This is an optimization exercise on Yosys and OpenROAD, whose aim is small area, not a production implementation.
Where RTL was checked, it was by simulation tests only, not by an equivalence proof against the original.
The RTL of runs 2 and 3 was laid out without a check of its function.

==> flow/design.v, too long to show whole: its modules and the start of the top module <==
// module convolutional_layer_1: 4349 lines
// module fa_cell: 4 lines
// module ha_cell: 4 lines
module convolutional_layer_1 (
  input signed [7:0] in,
  input clk, en,
  output signed [191:0] out
);
  // ...
==> flow/flow/run.sh <==
#!/bin/bash
# Standard synthesis, then the standard layout with small port buffers.
set -e
bash standard.sh synth > synth.log 2>&1
bash standard.sh BUFFER_PORTS_ARGS="-buffer_cell sky130_fd_sc_hd__buf_1" finish > layout.log 2>&1
==> flow/standard.sh <==
#!/bin/bash
# synth_recipe.tcl (not shown) runs the flow's synth.tcl, then flattens the netlist and writes it again
# the make line also repeats each setting of config.mk as NAME=value (left out here)
make -C /OpenROAD-flow-scripts/flow DESIGN_CONFIG=/design/flow/config.mk WORK_HOME=/design/flow/orfs CLKGATE_MAP_FILE= SYNTH_SCRIPT=/design/flow/synth_recipe.tcl "${@:-finish}"
==> flow/config.mk <==
export PLATFORM = sky130hd
export DESIGN_NAME = convolutional_layer_1
export DESIGN_NICKNAME = convolutional_layer_1
export VERILOG_FILES = /design/flow/design.v
export SDC_FILE = /design/flow/constraint.sdc
export NUM_CORES = 8
export LEC_CHECK = 0
export CAP_MARGIN = 20
export CORE_MARGIN = 2
export CORE_UTILIZATION = 55
export CTS_BUF_LIST = sky130_fd_sc_hd__clkbuf_16
export CTS_CLUSTER_DIAMETER = 100
export CTS_CLUSTER_SIZE = 25
export SLEW_MARGIN = 20
export SYNTH_HIERARCHICAL = 1
export SYNTH_MINIMUM_KEEP_SIZE = 0
==> flow/constraint.sdc <==
create_clock -name core_clock -period 18.0 [get_ports {clk}]
set_input_delay 3.6000 -clock core_clock [delete_from_list [all_inputs] [get_ports {clk}]]
set_output_delay 3.6000 -clock core_clock [all_outputs]
set_load 0.01 [all_outputs]
==> run notes, run 1 <==
| Quantity | Value |
|:---|:---|
| Status | no timing/DRC/antenna violations |
| Cell with the largest stage delay on the worst path | sky130_fd_sc_hd__fa_1 |
| Register-to-Register Setup Slack | 16.52 ns |
| Synth top area share | 48.09% |
| Unique masters post-synth | 18 |
| Buffers outside the clock class | 208 |
| RD Place Congestion | 1.182 |
| Total placed cells including tap cells | 5525 |
| Data required time at the worst endpoint | 14.40 ns |
| Shortest clock period the worst path allows after layout | 17.44 ns |
| Number of buffers added by the clock tree synthesis step | 56 |
| Synthesized area per cell | 19.96 sq um |
| PostCTS Resize Cnt | 0 |
| Average wire per standard cell | 49.42 um |
| Endpoint of the worst register-to-register path | u[131][5] |
| Data arrival at the endpoint of the critical path | 13.84 ns |
| Critical path's largest stage delay | 0.82 ns |
| Number of global-route vias before repair | 38840 |
| Hold-critical path depth | 0 |
| Total Nets Final | 5735 |
| Commonest non-fill, non-tap cell in the layout | sky130_fd_sc_hd__fa_1 |
| Largest area contributor in the synthesized netlist | sky130_fd_sc_hd__fa_1 |
| Achievable Freq | 57.34 MHz |
| Setup WS pre-CTS | 1.325 ns |
| Area of placed instances | 74480 sq um |
| Cell repeated most along the worst path | sky130_fd_sc_hd__fa_1 |
| Number of max-cap violations | 0 |
| # clk buffers | 57 |
| M1 GR Usage | 55.11% |
| Cell types with the highest counts after synthesis | sky130_fd_sc_hd__fa_1 (1717), sky130_fd_sc_hd__edfxtp_1 (1064), sky130_fd_sc_hd__inv_1 (429) |
| Crit path to | out[128] |
| Startpoint types | flop |
==> inputs of run 2 (changes only) <==
--- a/flow/design.v
+++ b/flow/design.v
@@ -1,20 +1,34 @@
 module convolutional_layer_1 (
   input signed [7:0] in,
   input clk, en,
   output signed [191:0] out
 );
   reg [7:0] u [0:132];
   integer i;
-  always @(posedge clk) begin
-    if (en) begin
-      u[0] <= {~in[7], in[6:0]};
-      for (i = 1; i < 133; i = i + 1) u[i] <= u[i-1];
+  wire en_n = ~en;
+  wire [7:0] prv [0:132];
+  wire [7:0] nxt [0:132];
+  assign prv[0] = {~in[7], in[6:0]};
+  genvar g, b;
+  generate
+    for (g = 0; g < 133; g = g + 1) begin : hold
+      if (g > 0) begin : link
+        assign prv[g] = u[g-1];
+      end
+      for (b = 0; b < 8; b = b + 1) begin : bt
+        wire y;
+        hold_mux h (.d(prv[g][b]), .q(u[g][b]), .e(en), .e_n(en_n), .y(y));
+        assign nxt[g][b] = y;
+      end
     end
+  endgenerate
+  always @(posedge clk) begin
+    for (i = 0; i < 133; i = i + 1) u[i] <= nxt[i];
   end
   wire [7:0] x0 = u[0];
   wire [7:0] x1 = u[1];
   wire [7:0] x2 = u[2];
   wire [7:0] x3 = u[3];
   wire [7:0] x4 = u[4];
   wire [7:0] x5 = u[32];
   wire [7:0] x6 = u[33];
@@ -4350,8 +4364,11 @@
 module fa_cell (input a, b, c, output s, co);
   assign s = a ^ b ^ c;
   assign co = (a & b) | (a & c) | (b & c);
 endmodule
 module ha_cell (input a, b, output s, co);
   assign s = a ^ b;
   assign co = a & b;
 endmodule
+module hold_mux (input d, q, e, e_n, output y);
+  assign y = (d & e) | (q & e_n);
+endmodule
==> flow/flow/run.sh (replaced) <==
#!/bin/bash
# Standard synthesis and layout with small port buffers; after placement the constant
# output ports of each map share one tie cell.
set -e
bash standard.sh synth > synth.log 2>&1
bash standard.sh BUFFER_PORTS_ARGS="-buffer_cell sky130_fd_sc_hd__buf_1" place > place.log 2>&1
ODB=orfs/results/sky130hd/convolutional_layer_1/base/3_place.odb openroad -no_init -exit flow/merge_ties.tcl > merge_ties.log 2>&1
bash standard.sh BUFFER_PORTS_ARGS="-buffer_cell sky130_fd_sc_hd__buf_1" finish > layout.log 2>&1
==> flow/flow/merge_ties.tcl (new file) <==
# Let one tie cell drive all the constant output ports of a map instead of one tie cell each.
read_db $::env(ODB)
set block [[[ord::get_db] getChip] getBlock]
array set keep {}
set removed 0
foreach inst [$block getInsts] {
  if {[[$inst getMaster] getName] ne "sky130_fd_sc_hd__conb_1"} { continue }
  set net "NULL"
  set pin ""
  foreach it [$inst getITerms] {
    set n [$it getNet]
    if {$n ne "NULL" && [[$it getMTerm] getName] in {LO HI}} { set net $n; set pin [[$it getMTerm] getName] }
  }
  if {$net eq "NULL"} { continue }
  set bts [$net getBTerms]
  if {[llength $bts] != 1 || [llength [$net getITerms]] != 1} { continue }
  set name [[lindex $bts 0] getName]
  if {![regexp {^out\[(\d+)\]$} $name -> idx]} { continue }
  set key "$pin[expr {$idx / 32}]"
  if {![info exists keep($key)]} { set keep($key) $net; continue }
  set bt [lindex $bts 0]
  $bt disconnect
  $bt connect $keep($key)
  odb::dbInst_destroy $inst
  odb::dbNet_destroy $net
  incr removed
}
puts "merge_ties: removed $removed tie cells"
write_db $::env(ODB)
--- a/flow/config.mk
+++ b/flow/config.mk
@@ -6,11 +6,11 @@
 export NUM_CORES = 8
 export LEC_CHECK = 0
 export CAP_MARGIN = 20
 export CORE_MARGIN = 2
 export CORE_UTILIZATION = 55
 export CTS_BUF_LIST = sky130_fd_sc_hd__clkbuf_16
 export CTS_CLUSTER_DIAMETER = 100
 export CTS_CLUSTER_SIZE = 25
-export SLEW_MARGIN = 20
+export SLEW_MARGIN = 50
 export SYNTH_HIERARCHICAL = 1
 export SYNTH_MINIMUM_KEEP_SIZE = 0
==> run 2 against run 1 <==
Compared with the run above:
- global-route usage increased by 5.2 points
- sequential share of layout area fell by 14 points
- non-clock buffer count grew 53
- synthesized cell count up 30%
- critical path depth down 1
- via count is 26% higher
- utilization rose by 0.22 points
- first-iteration DRC count rose by 22%
- wire length up 12%
==> run notes, run 2 <==
| Quantity | Value | vs previous |
|:---|:---|:---|
| Maximum buffer depth of the clock tree | 3 |  |
| Number of detailed-route iterations in the first pass | 5 |  |
| Post-synthesis sequential element count | 1064 |  |
| Shortest clock period the worst path allows after layout | 17.47 ns | +0.02898 ns |
| Worst setup path category | reg -> out |  |
| Cell repeated most along the worst path | sky130_fd_sc_hd__fa_1 |  |
| Number of buffers added by the clock tree synthesis step | 54 | -3.6% |
| Achievable Freq | 57.24 MHz | -0.17% |
| Hold-critical path depth | 1 | +1 |
| Setup violations, final | 0 |  |
| Initial antenna violation count | 21 |  |
| Total wire length after detailed routing | 311600 um |  |
| Cell types with the highest counts after synthesis | sky130_fd_sc_hd__fa_1 (1717), sky130_fd_sc_hd__a22o_1 (1064), sky130_fd_sc_hd__dfxtp_1 (1064) |  |
| Area of placed instances | 73700 sq um | -1.1% |
| Largest Register | u |  |
| Flip-flop count of the largest register after layout | 1064 |  |
| Largest area contributor in the synthesized netlist | sky130_fd_sc_hd__fa_1 |  |
| Synthesized area per cell | 15.10 sq um | -24% |
| Gate count of the mapped netlist | 4647 |  |
| Most used flip-flop cell after synthesis | sky130_fd_sc_hd__dfxtp_1 |  |
| Worst hold-check path type | reg -> reg |  |
| Total routing usage reported by global routing | 48.39% |  |
| Average via count per standard cell | 6.848 |  |
| Register-to-Register Setup Slack | 16.64 ns | +0.12 ns |
| Total gr overflow | 0 |  |
| Number of global-route vias before repair | 47550 | +22% |
| Number of max-cap violations | 0 | unchanged |
| Data required time at the worst endpoint | 14.40 ns | about the same |
| Cts-stage hold buffer count | 0 |  |
| Clock sink count | 1064 |  |
| Yosys warning total | 9 |  |
| Relative slew slack | 46.79% |  |
| Clock Latency Late Sink | 0.74 ns |  |
| Area of the placeable core | 127000 sq um |  |
| Data arrival at the endpoint of the critical path | 13.87 ns | +0.03 ns |
| Average wire per standard cell | 47.53 um | -3.8% |
| Cell area after synthesis | 70160 sq um |  |
| I/O pin count | 202 |  |
| Clock tree from TritonCTS | done |  |
| Synth top area share | 49.00% | +0.91 points |
| Worst Tran Pin Value | 0.7971 ns |  |
| Cell with the largest stage delay on the worst path | sky130_fd_sc_hd__fa_1 |  |
| Total Nets Final | 6767 | +18% |
| Status | no timing/DRC/antenna violations |  |
| Initial DRC Count | 6133 |  |
| Total Negative Setup Slacks | 0 ns |  |
| Fraction of layout cells with a size suffix above 1 | 5.834% |  |
| PostCTS Resize Cnt | 0 | unchanged |
| Endpoint kind of the worst setup timing path | output pin |  |
| Top Registers | u: 1064 flops |  |
| Portion of the clock cycle consumed by the worst path in the final layout | 97.05% |  |
| Wire length of the first global-routing pass | 413300 um |  |
| Cells on worst reg2reg path | 2 |  |
| Starting utilization of the core area | 55.23% |  |
| Area growth from synthesis to layout | 7.189% |  |
| Number of buffers inserted to repair setup after CTS | 0 |  |
| Number of buffers inserted by port buffering | 111 |  |
| Number of hold violations in the final report | 0 |  |
| RSZ-0062 raised after global routing | false |  |
| Pin count of the biggest net entering global routing | 158 |  |
| Count of H-tree levels built during CTS | 2 |  |
| RD Place Congestion | 1.144 | -3.2% |
| Utilization of the core after routing | 59.20% |  |
| Worst clock skew | 0.07802 ns |  |
| Routed vias | 44905 |  |
| Clock transition at the register clock pins on the worst setup and hold paths after CTS | 0.11 ns |  |
| X dimension of the die | 361.2 um |  |
| Design Area, Final | 75200 sq um |  |
| Portion of the post-synthesis area used by sequential elements | 30.36% |  |
| Number of flops mapped to enable cells by yosys | 0 |  |
| Startpoint types | flop |  |
| Commonest cells after routing, fill and taps aside | sky130_fd_sc_hd__fa_1 (1709), sky130_fd_sc_hd__a22o_1 (1064), sky130_fd_sc_hd__dfxtp_1 (1030) |  |
| Total number of placement rows | 131 |  |
| Area of the die | 130400 sq um |  |
| Detailed-route DRC error count | 0 |  |
| Largest fanout on the critical path | 17 |  |
| Critical path's largest stage delay | 0.86 ns | +0.04 ns |
| Top cells by area, synth | sky130_fd_sc_hd__fa_1 (49%), sky130_fd_sc_hd__dfxtp_1 (30%), sky130_fd_sc_hd__a22o_1 (13%) |  |
| Most instantiated library cell after synthesis | sky130_fd_sc_hd__fa_1 |  |
| Die Height | 361.2 um |  |
| Commonest non-fill, non-tap cell in the layout | sky130_fd_sc_hd__fa_1 |  |
| Proportion of synthesized flip-flops having asynchronous set or reset | 0% |  |
| Final ANT Viol Nets | 0 |  |
| HPWL after detailed placement | 258600 um |  |
| Library cell used as clock root buffer | sky130_fd_sc_hd__clkbuf_16 |  |
| Final slew viol count | 0 |  |
| Unique masters post-synth | 19 | +1 |
| Hold Slack | 0.4717 ns |  |
-- run 2: cell types whose count changed after synthesis, sizes merged --
| cell | delta |
|---|---|
| a22o | +1064 |
| dfxtp | +1064 |
| edfxtp | -1064 |
| inv | +1 |
-- run 2: critical path: cells and delay by family (launching register included) --
family | cells | cell delay (ns)
xor+xnor | 1 | 0.14
fa+ha+maj | 24 | 11.39
buf+inv | 5 | 0.65
simple gates | 1 | 0.19
flops | 1 | 0.71
-- run 2: routing by layer --
layer / GRT usage (%) / routed length (um)
met2: 68.62 / 132100
met1: 62.50 / 115300
met3: 20.21 / 41340
met4: 28.19 / 22720
met5: 0.2220 / 220
-- run 2: cells by family (layout without fill, tap and decap cells) --
| family | count (synthesis) | count (layout) | share of synthesized area (%) |
|---|---|---|---|
| simple gates | 102 | 102 | 0.9417 |
| fa+ha+maj | 1884 | 1884 | 51.97 |
| flops | 1064 | 1064 | 30.36 |
| buf+inv | 526 | 759 | 3.317 |
| compound gates | 1064 | 1064 | 13.28 |
| other cells | 1 | 16 | 0.005345 |
| xor+xnor | 6 | 6 | 0.1177 |
-- run 2: final cells by class --
| type | count | area, sq um |
|---|---|---|
| Clock inverter | 14 | 320.3 |
| Clock buffer | 54 | 1351 |
| Fill cell | 9529 | 51830 |
| Timing Repair Buffer | 261 | 1848 |
| Sequential cell | 1064 | 21340 |
| Inverter | 430 | 1618 |
| Antenna cell | 10 | 25.02 |
| Tap cell | 1662 | 2079 |
| Multi-Input combinational cell | 3062 | 46610 |
-- run 2: path summary, 6_finish.rpt --
path,from,endpoint
max,u[65][0],out[68]
min,u[40][6],u[41][6]
max reg2reg,u[130][6],u[131][6]
min reg2reg,u[40][6],u[41][6]
-- run 2: through the flow --
stage / setup slack, ns / instances
floorplan: 3.069 / 4736
global placement: 1.546 / 6554
CTS: 0.7148 / 6544
global route: 0.3490 / 6547
detailed placement: 1.497 / 6560
finish: 0.5305 / 6557
-- run 2: per-module statistics from Yosys (local to each module, per instance) --
module | cells inside | flip-flops and latches | cell area, sq um | times used
convolutional_layer_1 | 1699 | 1064 | 24370 | 1
hold_mux | 1 | 0 | 8.758 | 1064
ha_cell | 1 | 0 | 12.51 | 167
fa_cell | 1 | 0 | 20.02 | 1717
==> inputs of run 3 (changes only) <==
--- a/flow/config.mk
+++ b/flow/config.mk
@@ -12,5 +12,5 @@
 export CTS_CLUSTER_DIAMETER = 100
 export CTS_CLUSTER_SIZE = 25
-export SLEW_MARGIN = 50
+export SLEW_MARGIN = 30
 export SYNTH_HIERARCHICAL = 1
 export SYNTH_MINIMUM_KEEP_SIZE = 0
==> run 3 against run 2 <==
Compared with the run above:
- still clean on timing, DRC and antenna
- cell area decreased by 0.38%
- clock-buffer cell count unchanged
- die area unchanged
- synthesized cell count stayed put
- first-iteration DRC count grew 1.9%
- non-clock buffer count fell by 6
- critical path type unchanged
- highest routed layer unchanged
==> run notes, run 3 <==
| Quantity | Value | vs previous |
|:---|:---|:---|
| Number of max-cap violations | 0 | unchanged |
| Relative slew slack | 21.24% | -26 points |
| Number of buffers inserted by port buffering | 111 | unchanged |
| Total routing usage reported by global routing | 48.37% | about the same |
| Unique masters post-synth | 19 | unchanged |
| Count of H-tree levels built during CTS | 2 | unchanged |
| Shortest clock period the worst path allows after layout | 17.49 ns | +0.02197 ns |
| Worst clock skew | 0.05843 ns | -0.01960 ns |
| Origin of the worst setup path | u[65][0] |  |
| RD Place Congestion | 1.144 | unchanged |
| Most used flip-flop cell after synthesis | sky130_fd_sc_hd__dfxtp_1 |  |
| Flip-flop count of the largest register after layout | 1064 | unchanged |
| PostCTS Resize Cnt | 0 | unchanged |
| Clock sink count | 1064 | unchanged |
| Final ANT Viol Nets | 0 | unchanged |
| Synth top area share | 49.00% | unchanged |
| Setup violations, final | 0 | unchanged |
| Detailed-route DRC error count | 0 | unchanged |
| X dimension of the die | 361.2 um | unchanged |
| Setup WS pre-CTS | 1.479 ns | -0.01819 ns |
| Area of the die | 130400 sq um | unchanged |
| Fraction of layout cells with a size suffix above 1 | 4.939% | -0.90 points |
| Average via count per standard cell | 6.799 | -0.72% |
| Final slew viol count | 0 | unchanged |
| Commonest cells after routing, fill and taps aside | sky130_fd_sc_hd__fa_1 (1717), sky130_fd_sc_hd__a22o_1 (1064), sky130_fd_sc_hd__dfxtp_1 (1061) |  |
| Average wire per standard cell | 47.48 um | -0.11% |
| Total Negative Setup Slacks | 0 ns | unchanged |
| Achievable Freq | 57.17 MHz | -0.13% |
| Cell types with the highest counts after synthesis | sky130_fd_sc_hd__fa_1 (1717), sky130_fd_sc_hd__a22o_1 (1064), sky130_fd_sc_hd__dfxtp_1 (1064) |  |
| Startpoint of the most critical register-to-register path | u[100][4] |  |
| Worst Tran Pin Value | 1.180 ns | +0.3826 ns |
| Wire length of the first global-routing pass | 412800 um | -0.12% |
| Crit path to | out[71] |  |
| Clock transition at the register clock pins on the worst setup and hold paths after CTS | 0.09 ns | -0.02 ns |
| Cell area after synthesis | 70160 sq um | unchanged |
| Top Registers | u: 1064 flops |  |
| Total number of placement rows | 131 | unchanged |
| Commonest non-fill, non-tap cell in the layout | sky130_fd_sc_hd__fa_1 |  |
| Starting utilization of the core area | 55.23% | unchanged |
| Final-layout fill cell count | 9561 | +0.34% |
| Maximum buffer depth of the clock tree | 3 | unchanged |
| Status | no timing/DRC/antenna violations |  |
| Worst setup path category | reg -> out |  |
| Largest Register | u |  |
| Total Nets Final | 6761 | -0.089% |
| Area growth from synthesis to layout | 6.777% |  |
| I/O pin count | 202 | unchanged |
| Worst hold-check path type | reg -> reg |  |
| Die Height | 361.2 um | unchanged |
| Worst Slack Setup Final | 0.5085 ns | -0.02197 ns |
| Total wire length after detailed routing | 310800 um | -0.26% |
| Cell with the largest stage delay on the worst path | sky130_fd_sc_hd__fa_1 |  |
| Total gr overflow | 0 | unchanged |
| Cells on worst reg2reg path | 1 | -1 |
| Yosys warning total | 9 | unchanged |
| Number of buffers added by the clock tree synthesis step | 54 | unchanged |
| RSZ-0062 raised after global routing | false |  |
| Largest fanout on the critical path | 17 | unchanged |
| Initial antenna violation count | 21 | unchanged |
| Clock Latency Late Sink | 0.72 ns | -0.02 ns |
| Number of global-route vias before repair | 47333 | -0.46% |
| Startpoint types | flop |  |
| Library cell used as clock root buffer | sky130_fd_sc_hd__clkbuf_16 |  |
| Pin count of the biggest net entering global routing | 257 | +63% |
| Data arrival at the endpoint of the critical path | 13.89 ns | +0.02 ns |
| Register-to-Register Setup Slack | 16.52 ns | -0.12 ns |
| Top cells by area, synth | sky130_fd_sc_hd__fa_1 (49%), sky130_fd_sc_hd__dfxtp_1 (30%), sky130_fd_sc_hd__a22o_1 (13%) |  |
| Number of buffers inserted to repair setup after CTS | 0 | unchanged |
| Synthesized area per cell | 15.10 sq um | unchanged |
| Cts-stage hold buffer count | 0 | unchanged |
| Portion of the clock cycle consumed by the worst path in the final layout | 97.17% | +0.12 points |
| Number of flops mapped to enable cells by yosys | 0 | unchanged |
| Area of the placeable core | 127000 sq um | unchanged |
| Largest area contributor in the synthesized netlist | sky130_fd_sc_hd__fa_1 |  |
| HPWL after detailed placement | 257400 um | -0.48% |
| Post-synthesis sequential element count | 1064 | unchanged |
| Endpoint kind of the worst setup timing path | output pin |  |
| Gate count of the mapped netlist | 4647 | unchanged |
| Endpoint of the worst register-to-register path | u[101][4] |  |
| Routed vias | 44515 | -0.87% |
| Initial DRC Count | 6248 | +1.9% |
| Critical path's largest stage delay | 0.85 ns | about the same |
| Proportion of synthesized flip-flops having asynchronous set or reset | 0% | unchanged |
| Data required time at the worst endpoint | 14.40 ns | about the same |
| Cell repeated most along the worst path | sky130_fd_sc_hd__fa_1 |  |
| Portion of the post-synthesis area used by sequential elements | 30.36% | unchanged |
| Number of detailed-route iterations in the first pass | 5 | unchanged |
| Most instantiated library cell after synthesis | sky130_fd_sc_hd__fa_1 |  |
| Clock tree from TritonCTS | done |  |
| Number of hold violations in the final report | 0 | unchanged |
## run 3: changes by cell type in the layout (fill, tap and decap cells not counted), moves of 3 or more
cell,delta
sky130_fd_sc_hd__buf_8,-3
sky130_fd_sc_hd__dfxtp_2,-31
sky130_fd_sc_hd__dfxtp_1,+31
sky130_fd_sc_hd__fa_2,-8
sky130_fd_sc_hd__clkbuf_8,-4
sky130_fd_sc_hd__buf_16,-6
sky130_fd_sc_hd__buf_4,+3
sky130_fd_sc_hd__diode_2,-5
sky130_fd_sc_hd__fa_1,+8
sky130_fd_sc_hd__buf_6,+4
## run 3: worst min path at each step
stage,slack (ns),to,cells after the start,from
3_5_place_dp,0.46,u[19][6],1,u[19][6]
3_3_place_gp,0.46,u[80][4],1,u[80][4]
6_report,0.48,u[31][4],1,u[31][4]
5_1_grt,0.49,u[28][0],1,u[28][0]
2_1_floorplan,0.44,u[102][0],1,u[102][0]
4_1_cts,0.48,u[112][7],1,u[112][7]
## run 3: cell families after synthesis
family / share of synthesized area (%)
adders and majority gates: 51.97
buffers and inverters: 3.317
AOI/OAI and AO/OA: 13.28
DFF: 30.36
and+or+nand+nor: 0.9417
other: 0.005345
xor gates and xnor gates: 0.1177
## run 3: routing by layer
metal  global-route usage [%]  vias up  share of wire (%)
met3                    20.54      898                 14
met5                        0        -              0.050
met1                    62.32    24095                 37
li1                         -    16297                  -
met4                    28.43       24                7.6
met2                    68.39     3201                 42
## run 3: worst max-delay path, delay by kind of cell, from the launching register on
kind | cells | cell delay (ns)
xor gates and xnor gates | 1 | 0.14
buffers and inverters | 5 | 0.70
adders and majority gates | 24 | 11.38
and+or+nand+nor | 1 | 0.19
DFF | 1 | 0.70
## run 3: area by class of cell
class,count,area [sq um],area share [%]
Multi-Input combinational cell,3062,46580,62.18
Sequential cell,1064,21300,28.44
Tap cell,1662,2079,2.776
Timing Repair Buffer,255,1650,2.203
Inverter,430,1618,2.160
Clock buffer,54,1351,1.804
Clock inverter,15,314.1,0.4192
Antenna cell,5,12.51,0.01670
## run 3: modules after synthesis, one instance, submodules excluded
module,area [sq um],flip-flops and latches
convolutional_layer_1,24370,1064
ha_cell,12.51,0
hold_mux,8.758,0
fa_cell,20.02,0
## run 3: per-stage QoR
| stage | std cells | area [sq um] | hold slack [ns] | utilization [%] |
|---|---|---|---|---|
| final | 6547 | 74910 | 0.4836 | 58.97 |
| after global placement | 6554 | 73440 | 0.4564 | 57.81 |
| after floorplan | 4736 | 70490 | 0.4434 | - |
| after global routing | 6543 | 74900 | 0.4936 | 58.96 |
| after detailed placement | 6554 | 73450 | 0.4552 | 57.82 |
| after CTS | 6539 | 74800 | 0.4843 | 58.89 |

-- re-timing with driven ports --
In the flow no input, the clock included, has a driving cell. The finished layouts below were timed again as built, in two steps.
Step 1: set_driving_cell puts a clkbuf_16 on clk and a buf_2 on each other input, an assumption about the parent block.
Step 2 also shifts input and output timing later by t, the mid clock arrival at the registers, as if the neighbouring blocks saw the same clock.
Slacks: no drivers / after step 1 / after step 2; pairs: no drivers / after step 1.
run | t, ns | slack for setup (ns) | worst hold slack (ns) | slew at the worst register clock pin (ns)
run 1 | 0.779 | 0.559 / 0.480 / 1.259 | 0.386 / 0.386 / 0.386 | 0.11 / 0.11
run 2 | 0.796 | 0.531 / 0.439 / 1.235 | 0.472 / 0.472 / 0.472 | 0.11 / 0.11
run 3 | 0.786 | 0.509 / 0.419 / 1.205 | 0.484 / 0.484 / 0.484 | 0.11 / 0.11
After both steps every run listed still meets setup and hold.
